From an optimization exercise on the open Yosys and OpenROAD flow, aimed at small area; shortcuts taken in it are not production practice.
The RTL was checked by simulation tests, not by an equivalence proof against the original design.
The flow treats the clock pin as an ideal source, which a real chip does not have.
Power and IR drop assume default switching activity.

job 101:
Design mfcc_dct, start of the top module:
module mfcc_dct(
    input         clk,
    input         rst,
    input  [15:0] in_data,
    input         in_valid,
    output        c0_valid,
    output [31:0] c0_data,
    output        c1_valid,
    output [31:0] c1_data,
    output        c2_valid,
    output [31:0] c2_data,
    output        c3_valid,
    output [31:0] c3_data,
    output        c4_valid,
    output [31:0] c4_data,
    output        c5_valid,
    output [31:0] c5_data,
    output        c6_valid,
    output [31:0] c6_data,
    output        c7_valid,
    output [31:0] c7_data,
    output        c8_valid,
    output [31:0] c8_data,
    output        c9_valid,
    output [31:0] c9_data,
    output        c10_valid,
    output [31:0] c10_data,
    output        c11_valid,
    output [31:0] c11_data,
    output        c12_valid,
    output [31:0] c12_data
    );
Size in the first run: roughly 6600 cells after synthesis, ~2400 flip-flops, about 78000 um^2 of cells after synthesis.
==> flow/config.mk <==
export PLATFORM = sky130hd
export DESIGN_NAME = mfcc_dct
export DESIGN_NICKNAME = mfcc_dct
export VERILOG_FILES = /design/flow/design.v
export SDC_FILE = /design/flow/constraint.sdc
export NUM_CORES = 4
export LEC_CHECK = 0
export ABC_AREA = 1
export CAP_MARGIN = 20
export CORE_MARGIN = 2
export CORE_UTILIZATION = 65
export CTS_BUF_LIST = sky130_fd_sc_hd__clkbuf_8
export CTS_CLUSTER_SIZE = 30
export PLACE_DENSITY = 0.75
export SLEW_MARGIN = 20
==> flow/constraint.sdc <==
create_clock -name core_clock -period 10.0 [get_ports {clk}]
set_input_delay 2.0000 -clock core_clock [delete_from_list [all_inputs] [get_ports {clk}]]
set_output_delay 2.0000 -clock core_clock [all_outputs]
set_load 0.01 [all_outputs]
run.sh (not shown) runs the stock make flow with config.mk's settings and CLKGATE_MAP_FILE= SYNTH_SCRIPT=/design/flow/synth_recipe.tcl, a recipe that flattens the netlist after the stock synthesis.
Job 101: all stages complete, timing, DRC and antenna checks passed
### job 101 -> job 103
Settings: CTS_BUF_LIST now sky130_fd_sc_hd__clkbuf_16, was sky130_fd_sc_hd__clkbuf_8; CTS_CLUSTER_DIAMETER now 60, previously not set.
==> flow/flow/run.sh (new file) <==
#!/bin/bash
# Own flow: the standard layout (standard.sh: standard synthesis, floorplan, placement,
# CTS, routing) with two changes passed to ORFS through its own variables:
#  - the port buffers that buffer_ports inserts are sky130_fd_sc_hd__buf_1 (ORFS otherwise picks
#    clkdlybuf4s50_1, 10 um2 each); every port still gets its buffer;
#  - clock_tree_synthesis runs without dummy loads.
set -euo pipefail
cd "$(dirname "$0")/.."
export BUFFER_PORTS_ARGS="-buffer_cell sky130_fd_sc_hd__buf_1"
export CTS_ARGS="-sink_clustering_enable -repair_clock_nets -dont_use_dummy_load -buf_list sky130_fd_sc_hd__clkbuf_16 -sink_clustering_size 30 -sink_clustering_max_diameter 60"
bash standard.sh > standard_flow.log 2>&1
==> flow/standard.sh (new file) <==
#!/bin/bash
# synth_recipe.tcl (not shown) runs the flow's synth.tcl, then flattens the netlist and writes it again
# the make line also repeats each setting of config.mk as NAME=value (left out here)
make -C /OpenROAD-flow-scripts/flow DESIGN_CONFIG=/design/flow/config.mk WORK_HOME=/design/flow/orfs CLKGATE_MAP_FILE= SYNTH_SCRIPT=/design/flow/synth_recipe.tcl "${@:-finish}"
removed: flow/run.sh
==> comparison <==
- | detail-routed via count per cell | lower: job 101 |
- In job 103 the overall track demand over capacity in global routing turned out 2.1 points lower than in job 101.
- Compared with job 101, job 103 shows a higher least setup slack across all paths after layout.

Another version of the RTL of mfcc_dct (not shown whole).
Size in the first run: roughly 6600 cells after synthesis, ~2400 flip-flops, about 450 I/O pins, ~77000 um2 of cells after synthesis.
clock: 10.0 ns
lec_check: 0
abc_area: 1
cap_margin: 20
core_margin: 2
core_utilization: 65
cts_buf_list: sky130_fd_sc_hd__clkbuf_16
cts_cluster_diameter: 60
cts_cluster_size: 30
place_density: 0.75
slew_margin: 20
standard.sh (not shown) runs the stock make flow with config.mk's settings and CLKGATE_MAP_FILE= SYNTH_SCRIPT=/design/flow/synth_recipe.tcl, a recipe that flattens the netlist after the stock synthesis.
==> flow/flow/run.sh <==
#!/bin/bash
# Own flow: the standard layout (standard.sh: standard synthesis, floorplan, placement,
# CTS, routing) with two changes passed to ORFS through its own variables:
#  - the port buffers that buffer_ports inserts are sky130_fd_sc_hd__buf_1 (ORFS otherwise picks
#    clkdlybuf4s50_1, 10 um2 each); every port still gets its buffer;
#  - clock_tree_synthesis runs without dummy loads.
set -euo pipefail
cd "$(dirname "$0")/.."
export BUFFER_PORTS_ARGS="-buffer_cell sky130_fd_sc_hd__buf_1"
export CTS_ARGS="-sink_clustering_enable -repair_clock_nets -dont_use_dummy_load -buf_list sky130_fd_sc_hd__clkbuf_16 -sink_clustering_size 30 -sink_clustering_max_diameter 60"
bash standard.sh > standard_flow.log 2>&1
Then changed:
CORE_UTILIZATION = 75   (was 65)
CTS_BUF_LIST = default   (was sky130_fd_sc_hd__clkbuf_16)
CTS_CLUSTER_DIAMETER = default   (was 60)
CTS_CLUSTER_SIZE = default   (was 30)
PLACE_DENSITY = 0.85   (was 0.75)
After rerunning: The new run went through all stages and came out clean. Utilization climbs by 10 points. Setup slack improves by 0.042 ns. Register-to-register slack improves by 0.04 ns. Flip-flop and latch count stays the same. Clock power climbs by about 1%. Cell area drops by 0.47%. Die area drops by 13%. First-iteration DRC count climbs by 29%.

v45:
Another version of the RTL of mfcc_dct (not shown whole).
For scale: ~2300 flip-flops, roughly 450 I/O pins, about 75000 um^2 of cells after synthesis.
Settings: LEC_CHECK=0, ABC_AREA=1, CAP_MARGIN=20, CORE_MARGIN=2, CORE_UTILIZATION=72, PLACE_DENSITY=0.82, SLEW_MARGIN=20; clock period 10.0 ns.
==> flow/flow/run.sh <==
#!/bin/bash
# Own flow: the standard layout (standard.sh: standard synthesis, floorplan, placement,
# CTS, routing) with two changes passed to ORFS through its own variables:
#  - the port buffers that buffer_ports inserts are sky130_fd_sc_hd__buf_1 (ORFS otherwise picks
#    clkdlybuf4s50_1, 10 um2 each); every port still gets its buffer;
#  - clock_tree_synthesis runs without dummy loads.
set -euo pipefail
cd "$(dirname "$0")/.."
export BUFFER_PORTS_ARGS="-buffer_cell sky130_fd_sc_hd__buf_1"
export CTS_ARGS="-sink_clustering_enable -repair_clock_nets -dont_use_dummy_load -buf_list sky130_fd_sc_hd__clkbuf_16 -sink_clustering_size 34 -sink_clustering_max_diameter 70"
bash standard.sh > standard_flow.log 2>&1
Modified inputs, v59 compared to v45
# v45
export LEC_CHECK = 0
export ABC_AREA = 1
export CAP_MARGIN = 20
export CORE_MARGIN = 2
export CORE_UTILIZATION = 72
export PLACE_DENSITY = 0.82
export SLEW_MARGIN = 20
create_clock -name core_clock -period 10.0 [get_ports {clk}]
# v59
export LEC_CHECK = 0
export ABC_AREA = 1
export CAP_MARGIN = 20
export CORE_MARGIN = 2
export CORE_UTILIZATION = 65
export CTS_BUF_LIST = sky130_fd_sc_hd__clkbuf_16
export CTS_CLUSTER_DIAMETER = 60
export CTS_CLUSTER_SIZE = 30
export PLACE_DENSITY = 0.75
export SLEW_MARGIN = 20
create_clock -name core_clock -period 10.0 [get_ports {clk}]
diff --git a/flow/flow/run.sh b/flow/flow/run.sh
--- a/flow/flow/run.sh
+++ b/flow/flow/run.sh
@@ -9,3 +9,3 @@
 export BUFFER_PORTS_ARGS="-buffer_cell sky130_fd_sc_hd__buf_1"
-export CTS_ARGS="-sink_clustering_enable -repair_clock_nets -dont_use_dummy_load -buf_list sky130_fd_sc_hd__clkbuf_16 -sink_clustering_size 34 -sink_clustering_max_diameter 70"
+export CTS_ARGS="-sink_clustering_enable -repair_clock_nets -dont_use_dummy_load -buf_list sky130_fd_sc_hd__clkbuf_16 -sink_clustering_size 30 -sink_clustering_max_diameter 60"
 bash standard.sh > standard_flow.log 2>&1
Notes after the runs:
- v59 has number of iterations in the first detailed-routing pass above what v45 had.
- v59 finished all stages; the layout is clean.
- Taking v45 as the reference, in v59 minimum clock period went down 0.019 ns, global placer's final weighted congestion increased by 0.76% relative to the old numbers.
- Maximum operating frequency essentially unchanged between v45 and v59.
- Sequential share of cell area in v59 is 0.47 points below v45.
- Diff v45 -> v59: core utilization went down by 6.8 points, met2 demand-to-capacity share in global routing moved down, number of enable flip-flop cells after synthesis shows no meaningful change, power has decreased.
- Clock power share in v59 vs v45: up 1.5 points
The inputs of v41 differ from those of v59 as listed below.
diff --git a/flow/flow/run.sh b/flow/flow/run.sh
--- a/flow/flow/run.sh
+++ b/flow/flow/run.sh
@@ -9,3 +9,3 @@
 export BUFFER_PORTS_ARGS="-buffer_cell sky130_fd_sc_hd__buf_1"
-export CTS_ARGS="-sink_clustering_enable -repair_clock_nets -dont_use_dummy_load -buf_list sky130_fd_sc_hd__clkbuf_16 -sink_clustering_size 30 -sink_clustering_max_diameter 60"
+export CTS_ARGS="-sink_clustering_enable -repair_clock_nets -dont_use_dummy_load -buf_list sky130_fd_sc_hd__clkbuf_16 -sink_clustering_size 34 -sink_clustering_max_diameter 70"
 bash standard.sh > standard_flow.log 2>&1
==> comparison <==
v59 → v41: via count of the routed design held steady; final cell count roughly the same; switching power saw little to no change. Looking at post-layout total power across both flows, v41 is the stronger of the two, with v59 trailing. The run showing the greater power share of the combinational group is v41. Diff v59 -> v41: headroom to the max-slew limit moved up; clock network power share dropped 0.9 points. Cell area | v41 vs v59 | v41 smaller.

what the ideal ports hide:
The flow's constraints put no driver on any port. The routed layouts listed below were extracted and timed again, unchanged, in two steps. Step 1 sets driving cells, clkbuf_16 on the clock port and buf_2 on the other inputs (assumed; they add their load-dependent delay and slew). Step 2, shift: input delay + t, output delay - t, t = (earliest + latest rising clock arrival at the registers) / 2. This alone moves slack from input paths to output paths. Slacks: ideal / step 1 / step 2; pairs: ideal / step 1.
| run | t (ns) | slack for setup (ns) | worst setup path at the end |
|---|---|---|---|
| job 101 | 1.022 | 0.157 / 0.157 / -0.418 | input to register |
| job 103 | 0.740 | 0.266 / 0.266 / -0.071 | input to register |
| the first run of note 2 | 0.778 | 0.533 / 0.533 / 0.024 | input to register |
| the second run of note 2 | 0.793 | 0.575 / 0.575 / 0.116 | input to register |
| v45 | 0.757 | 0.662 / 0.662 / 0.511 | input to register |
| v59 | 0.749 | 0.681 / 0.681 / 0.466 | input to register |
| v41 | 0.742 | 0.711 / 0.711 / 0.489 | input to register |
With both steps, setup timing fails in job 101 and job 103, where it was met with ideal ports. The setup slack of job 101, which loses most, moves by 0.000 ns with the drivers and by -0.575 ns with both steps.
